This design comes from an exercise in tuning for small area and a short achievable clock period on the open sky130 flow, not from production work. Only simulation tests tie the RTL to the original design; equivalence was not proved.

==> flow/design.v, too long to show whole: its modules and the start of the top module <==
// module FA: 10 lines
// module conv2d: 2716 lines
module conv2d #(  parameter DATA_WIDTH = 8,  parameter KERNEL_WIDTH = 8,  parameter IMG_WIDTH = 32,  parameter OUT_WIDTH = 21) (
    input  wire                    CLK,
    input  wire                    RST,
    input  wire                    data_valid_in,
    input  wire [DATA_WIDTH-1:0]   data_in,
    input  wire                    load_kernel,
    input  wire [KERNEL_WIDTH-1:0] kernel,
    output wire [OUT_WIDTH-1:0]    data_out,
    output wire                    valid_out,
    output reg                     load_kernel_done);
  // ...
==> flow/flow/run.sh <==
#!/bin/bash
# Own layout flow: the standard ORFS flow (standard.sh), with these changes.
#  2. Repair steps aim for extra setup slack (SETUP_SLACK_MARGIN, from
#     flow/margin.txt), so that the resizer also works on paths that
#     already meet the 35 ns clock.  Gate cloning is off, so that each input
#     port keeps driving its one input buffer only.
#  3. Port buffers are inserted as buf_1; the resizer sizes them up where
#     timing needs it.
# Every tool's output goes to own_flow.log in this folder and to orfs/logs.
set -euo pipefail
W=$(pwd)
bash flow/mksynth.sh synth_recipe.tcl "$W/flow/abc.script" > own_synth.tcl
MARGIN=$(cat flow/margin.txt)
bash standard.sh SYNTH_SCRIPT="$W/own_synth.tcl" SETUP_SLACK_MARGIN="$MARGIN" \
    SKIP_GATE_CLONING=1 BUFFER_PORTS_ARGS="-buffer_cell sky130_fd_sc_hd__buf_1" finish \
    > own_flow.log 2>&1
==> flow/flow/abc.script <==
&get -n
&st
&nf
&put
==> flow/flow/margin.txt <==
20.7
==> flow/flow/mksynth.sh <==
#!/bin/bash
# usage: mksynth.sh synth_recipe.tcl ABC_SCRIPT > own_synth.tcl
# synth_recipe.tcl with -noabc added to every "synth" call and the final ABC
# mapping run with ABC_SCRIPT instead of ORFS's abc_speed/abc_area script.
sed '1s/.*/proc synth {args} { yosys synth -nofsm -noshare -noabc {*}$args }/' "$1" | {
  IFS= read -r first; printf '%s\n' "$first"
  cat <<EOT
proc abc {args} {
  set i [lsearch -exact \$args -script]
  if {\$i >= 0} { set args [lreplace \$args [expr {\$i + 1}] [expr {\$i + 1}] {$2}] }
  yosys abc {*}\$args
}
EOT
  cat; }
==> flow/standard.sh <==
#!/bin/bash
# synth_recipe.tcl (not shown) runs the flow's synth.tcl, then flattens the netlist and writes it again
# the make line also repeats each setting of config.mk as NAME=value (left out here)
make -C /OpenROAD-flow-scripts/flow DESIGN_CONFIG=/design/flow/config.mk WORK_HOME=/design/flow/orfs CLKGATE_MAP_FILE= SYNTH_SCRIPT=/design/flow/synth_recipe.tcl "${@:-finish}"
==> flow/config.mk <==
export PLATFORM = sky130hd
export DESIGN_NAME = conv2d
export DESIGN_NICKNAME = conv2d
export VERILOG_FILES = /design/flow/design.v
export SDC_FILE = /design/flow/constraint.sdc
export NUM_CORES = 4
export LEC_CHECK = 0
export CAP_MARGIN = 20
export CELL_PAD_IN_SITES_DETAIL_PLACEMENT = 1
export CELL_PAD_IN_SITES_GLOBAL_PLACEMENT = 1
export CORE_MARGIN = 2
export CORE_UTILIZATION = 40
export CTS_BUF_LIST = sky130_fd_sc_hd__clkbuf_16
export CTS_CLUSTER_DIAMETER = 80
export CTS_CLUSTER_SIZE = 30
export SLEW_MARGIN = 20
==> flow/constraint.sdc <==
create_clock -name core_clock -period 35.0 [get_ports {CLK}]
set_input_delay 7.0000 -clock core_clock [delete_from_list [all_inputs] [get_ports {CLK}]]
set_output_delay 7.0000 -clock core_clock [all_outputs]
set_load 0.01 [all_outputs]
==> results.json, run 1 <==
{
  "routed-wl-met2_um": 104000,
  "synth_compound_gate_area_share_pct": 11.0,
  "synth_top_flop_cell": "sky130_fd_sc_hd__edfxtp_1",
  "tns_ns": 0,
  "synth_area_in_adders_pct": 31.7,
  "timing.final.setup_violations": 0,
  "timing.critical_path.from_type": "input pin",
  "worstSetupEndpointType": "primary output",
  "worstPathArrival_ns": 7.37,
  "register_area_mm2": 0.0387,
  "timing.max_slew.rel_slack_pct": 30.2,
  "synth_common_cells": "sky130_fd_sc_hd__edfxtp_1 (1277), sky130_fd_sc_hd__fa_1 (1120), sky130_fd_sc_hd__a222oi_1 (700)",
  "critical_path.cell_chain": "clkbuf_16, and2_4, buf_6",
  "buffer_area_share_pct": 0.487,
  "synth_top_area_cell": "sky130_fd_sc_hd__edfxtp_1",
  "rsz0062_at_grt": "yes",
  "post_synth.cell_area_avg_um2": 18.6,
  "cp_top_family": "buffers and inverters",
  "initialDrtViolationCount": 8371,
  "clock-skew-final_ns": 0.0531,
  "synth_seq_cells": 1292,
  "detailed_place_hpwl_um": 175000,
  "postLayoutCellArea_mm2": 0.0798,
  "dieWidth_um": 432,
  "status": "complete, no violations",
  "min_delay_worst_endpoint": "pv[867]",
  "place.port_buffers": 42,
  "holdCritPathClass": "register to register",
  "synthesized_area_mm2": 0.0734,
  "total_count_of_max_transition_violations_in_the_final_report": 0,
  "reg2reg_from": "kr[73]",
  "crit_path_max_incr_delay_ns": 0.13,
  "post_cts_hold_buffer_count": 0,
  "synth.yosys.seq_area_share_pct": 52.8
}
==> run 2: changes to the inputs <==
--- a/flow/config.mk
+++ b/flow/config.mk
@@ -11,6 +11,6 @@
 export CORE_MARGIN = 2
 export CORE_UTILIZATION = 40
-export CTS_BUF_LIST = sky130_fd_sc_hd__clkbuf_16
-export CTS_CLUSTER_DIAMETER = 80
-export CTS_CLUSTER_SIZE = 30
+export CTS_BUF_LIST = sky130_fd_sc_hd__clkbuf_4
+export CTS_CLUSTER_DIAMETER = 40
+export CTS_CLUSTER_SIZE = 12
 export SLEW_MARGIN = 20
==> results.json, run 2 <==
{
  "status": "complete, no violations",
  "drc_errors": 0,
  "worst-slew-pin-transition_ns": 1.06,
  "route.antenna.remaining_nets": 0,
  "final.period_utilization_pct": 41.0,
  "dr.pass1.iters": 15,
  "cts_max_level": 4,
  "worst-endpoint-required_ns": 28.00,
  "synth_top_flop_cell": "sky130_fd_sc_hd__edfxtp_1",
  "synth_common_cells": "sky130_fd_sc_hd__edfxtp_1 (1277), sky130_fd_sc_hd__fa_1 (1120), sky130_fd_sc_hd__a222oi_1 (700)",
  "max_cap_viol_count": 0,
  "grt_antenna_before_repair": 8,
  "largest_register_ff_count": 1056,
  "num-nets-final": 5411,
  "initial_utilization_pct": 40.2,
  "fmaxAchievable_ghz": 0.0696,
  "timing.final.crit_period_ns": 14.37,
  "yosys.area.top_type_share_pct": 52.3,
  "die_area_mm2": 0.187,
  "grt_pass1_wl_um": 327000,
  "grt_util_all_layers_pct": 24.4,
  "rsz0062_at_grt": "yes",
  "worst_hold_slack_ns": 0.378,
  "worstSetupEndpointType": "primary output",
  "dieHeight_um": 432,
  "cp_top_family": "buffers and inverters",
  "clkSlewWorstSetupHoldPaths_ns": 0.11,
  "max-clock-path-buffers": 3,
  "timing.critical_path.slowest_stage_cell": "sky130_fd_sc_hd__and2_4",
  "synth.top_cells.by_area": "sky130_fd_sc_hd__edfxtp_1 (52%), sky130_fd_sc_hd__fa_1 (31%), sky130_fd_sc_hd__a222oi_1 (9.6%), sky130_fd_sc_hd__nor2b_1 (1.7%), sky130_fd_sc_hd__ha_1 (1.1%)",
  "clk-insertion-delay-late_ns": 1.33,
  "cts_tree": "yes",
  "detailed_place_hpwl_um": 175000,
  "avgViaCountPerCell": 6.34,
  "post_synth.cell_area_avg_um2": 18.6,
  "timing.critical_path.from_type": "input pin",
  "grt_start_max_net_pins": 204,
  "route.final.wire_length_um": 226000,
  "post_cts_hold_buffer_count": 0,
  "grt_pass1_vias": 44900,
  "core_area_mm2": 0.183,
  "synth.net_count": 5145,
  "mostFrequentLayoutCells": "sky130_fd_sc_hd__edfxtp_1 (1277), sky130_fd_sc_hd__fa_1 (1120), sky130_fd_sc_hd__a222oi_1 (700), sky130_fd_sc_hd__clkbuf_4 (224), sky130_fd_sc_hd__nand2_1 (213)",
  "critPathBufInv": 2,
  "top_register": "pv",
  "synth-async-reset-ratio_pct": 1.16,
  "holdCritPathClass": "register to register",
  "synthesized_area_mm2": 0.0734,
  "clock_buffer_count_from_cts": 202,
  "synth.yosys.seq_area_share_pct": 52.8,
  "place.port_buffers": 42,
  "placement_rows": 157,
  "synthToLayoutAreaGrowth_pct": 9.23,
  "layout_top_registers": "pv: 1056 flops, kr: 200 flops, out_r: 21 flops",
  "initialDrtViolationCount": 8147,
  "path_max_fanout": 2,
  "dieWidth_um": 432,
  "grt-ovfl-total": 0,
  "synth_top_area_cell": "sky130_fd_sc_hd__edfxtp_1",
  "syn_inst": 3941,
  "final_common_cell": "sky130_fd_sc_hd__edfxtp_1",
  "yosysWarningCount": 1,
  "criticalPathCategory": "input pin to primary output",
  "yosys.cell_count.top_type": "sky130_fd_sc_hd__edfxtp_1",
  "tns_ns": 0,
  "fillCellCount": 17400,
  "io-pin-count": 43,
  "total_count_of_max_transition_violations_in_the_final_report": 0,
  "post_layout_instance_count_excluding_filler_cells": 6769,
  "synth_seq_cells": 1292,
  "crit_path_max_incr_delay_ns": 0.13,
  "timing.max_slew.rel_slack_pct": 29.1,
  "critical_path.cell_chain": "clkbuf_16, and2_4, buf_6",
  "number_of_flops_mapped_to_enable_cells_by_yosys": 1277,
  "cts_root_buffer": "sky130_fd_sc_hd__clkbuf_4",
  "worstPathArrival_ns": 7.37,
  "drive_gt1_share_pct": 8.55,
  "vias": 42900,
  "numPlacedInstances": 6384,
  "clock-skew-final_ns": 0.114,
  "gp_congestion": 0.994,
  "finalHoldViolations": 0,
  "synthDistinctLibCells": 40,
  "avgRoutedWirePerCell_um": 33.4,
  "timing.final.setup_violations": 0,
  "numClockSinks": 1292
}
[run 2: cell counts after synthesis]
No cell type changed its count.
[run 2: worst paths after layout]
path,slack [ns],cells past startpoint,endpoint,startpoint
max reg2reg,21.31,29,out_r[19],kr[121]
min reg2reg,0.38,0,pv[958],pv[950]
max in group asynchronous,28.66,1,cnt[6],RST
max,20.63,3,valid_out,data_valid_in
min in group asynchronous,5.80,1,counter_load[1],RST
min,0.38,0,pv[958],pv[950]
[run 2: timing repair]
action,in CTS,in global routing
resized for setup,6,0
cloned,0,0
setup endpoints to repair,1,1
hold endpoints to repair,0,0
buffers inserted,3,0
[run 2: per-stage QoR]
| stage | setup slack [ns] | util (%) | cell area [um^2] |
|---|---|---|---|
| 2_1_floorplan | 20.83 | - | 73400 |
| 3_3_place_gp | 19.84 | 41.9 | 76600 |
| 3_5_place_dp | 19.87 | 41.9 | 76600 |
| 4_1_cts | 20.63 | 43.8 | 80100 |
| 5_1_grt | 20.63 | 43.9 | 80100 |
| 6_report | 20.63 | 43.9 | 80100 |
[run 2: per-layer routing]
| layer | vias to the layer above | GRT usage [%] | wire (um) |
|---|---|---|---|
| met1 | 23300 | 35.0 | 95900 |
| li1 | 17100 | - | - |
| met5 | - | 0 | 63 |
| met3 | 334 | 4.61 | 17500 |
| met2 | 2179 | 37.6 | 105000 |
| met4 | 8 | 7.98 | 7740 |
[run 2: kinds of logic (layout without fill, tap and decap cells)]
| kind of cell | after synthesis | in the layout | synth area share, % |
|---|---|---|---|
| mux | 4 | 4 | 0.0597 |
| xor+xnor | 28 | 28 | 0.334 |
| buf+inv | 13 | 446 | 0.0665 |
| flops | 1292 | 1292 | 52.8 |
| simple gates | 570 | 570 | 4.10 |
| fa+ha+maj | 1184 | 1184 | 31.7 |
| compound gates | 850 | 850 | 11.0 |
| other cells | 0 | 10 | 0 |
[run 2: final cells by class]
class | instances | area [um^2] | area share [%]
Inverter | 13 | 48.8 | 0.0609
Antenna cell | 10 | 25.0 | 0.0312
Tap cell | 2385 | 2980 | 3.72
Clock inverter | 147 | 1680 | 2.10
Sequential cell | 1292 | 38700 | 48.3
Multi-Input combinational cell | 2636 | 34600 | 43.2
Clock buffer | 224 | 1680 | 2.10
Timing Repair Buffer | 62 | 389 | 0.486

## afterwards: timing with drivers on the ports
No port has a modelled driver above. Below, the same layouts with a new extraction and two added sets of constraints. Step 1: set_driving_cell puts a clkbuf_16 on CLK and a buf_2 on each other input, an assumption about the parent block. Step 2 adds t to the input delays and takes it off the output delays; t is the mean of the earliest and latest rising clock arrival at the registers after step 1. Input paths then give back, and output paths get back, about the clock's delay inside the block. Three values: ideal, step 1, step 2; two values: the first two.
| run | t (ns) | setup slack, ns | cell pins on the clock port's net |
|---|---|---|---|
| run 1 | 0.840 | 20.635 / 20.593 / 20.593 | 1 |
| run 2 | 1.349 | 20.634 / 20.592 / 20.592 | 1 |
After both steps setup and hold are still met in every run listed.
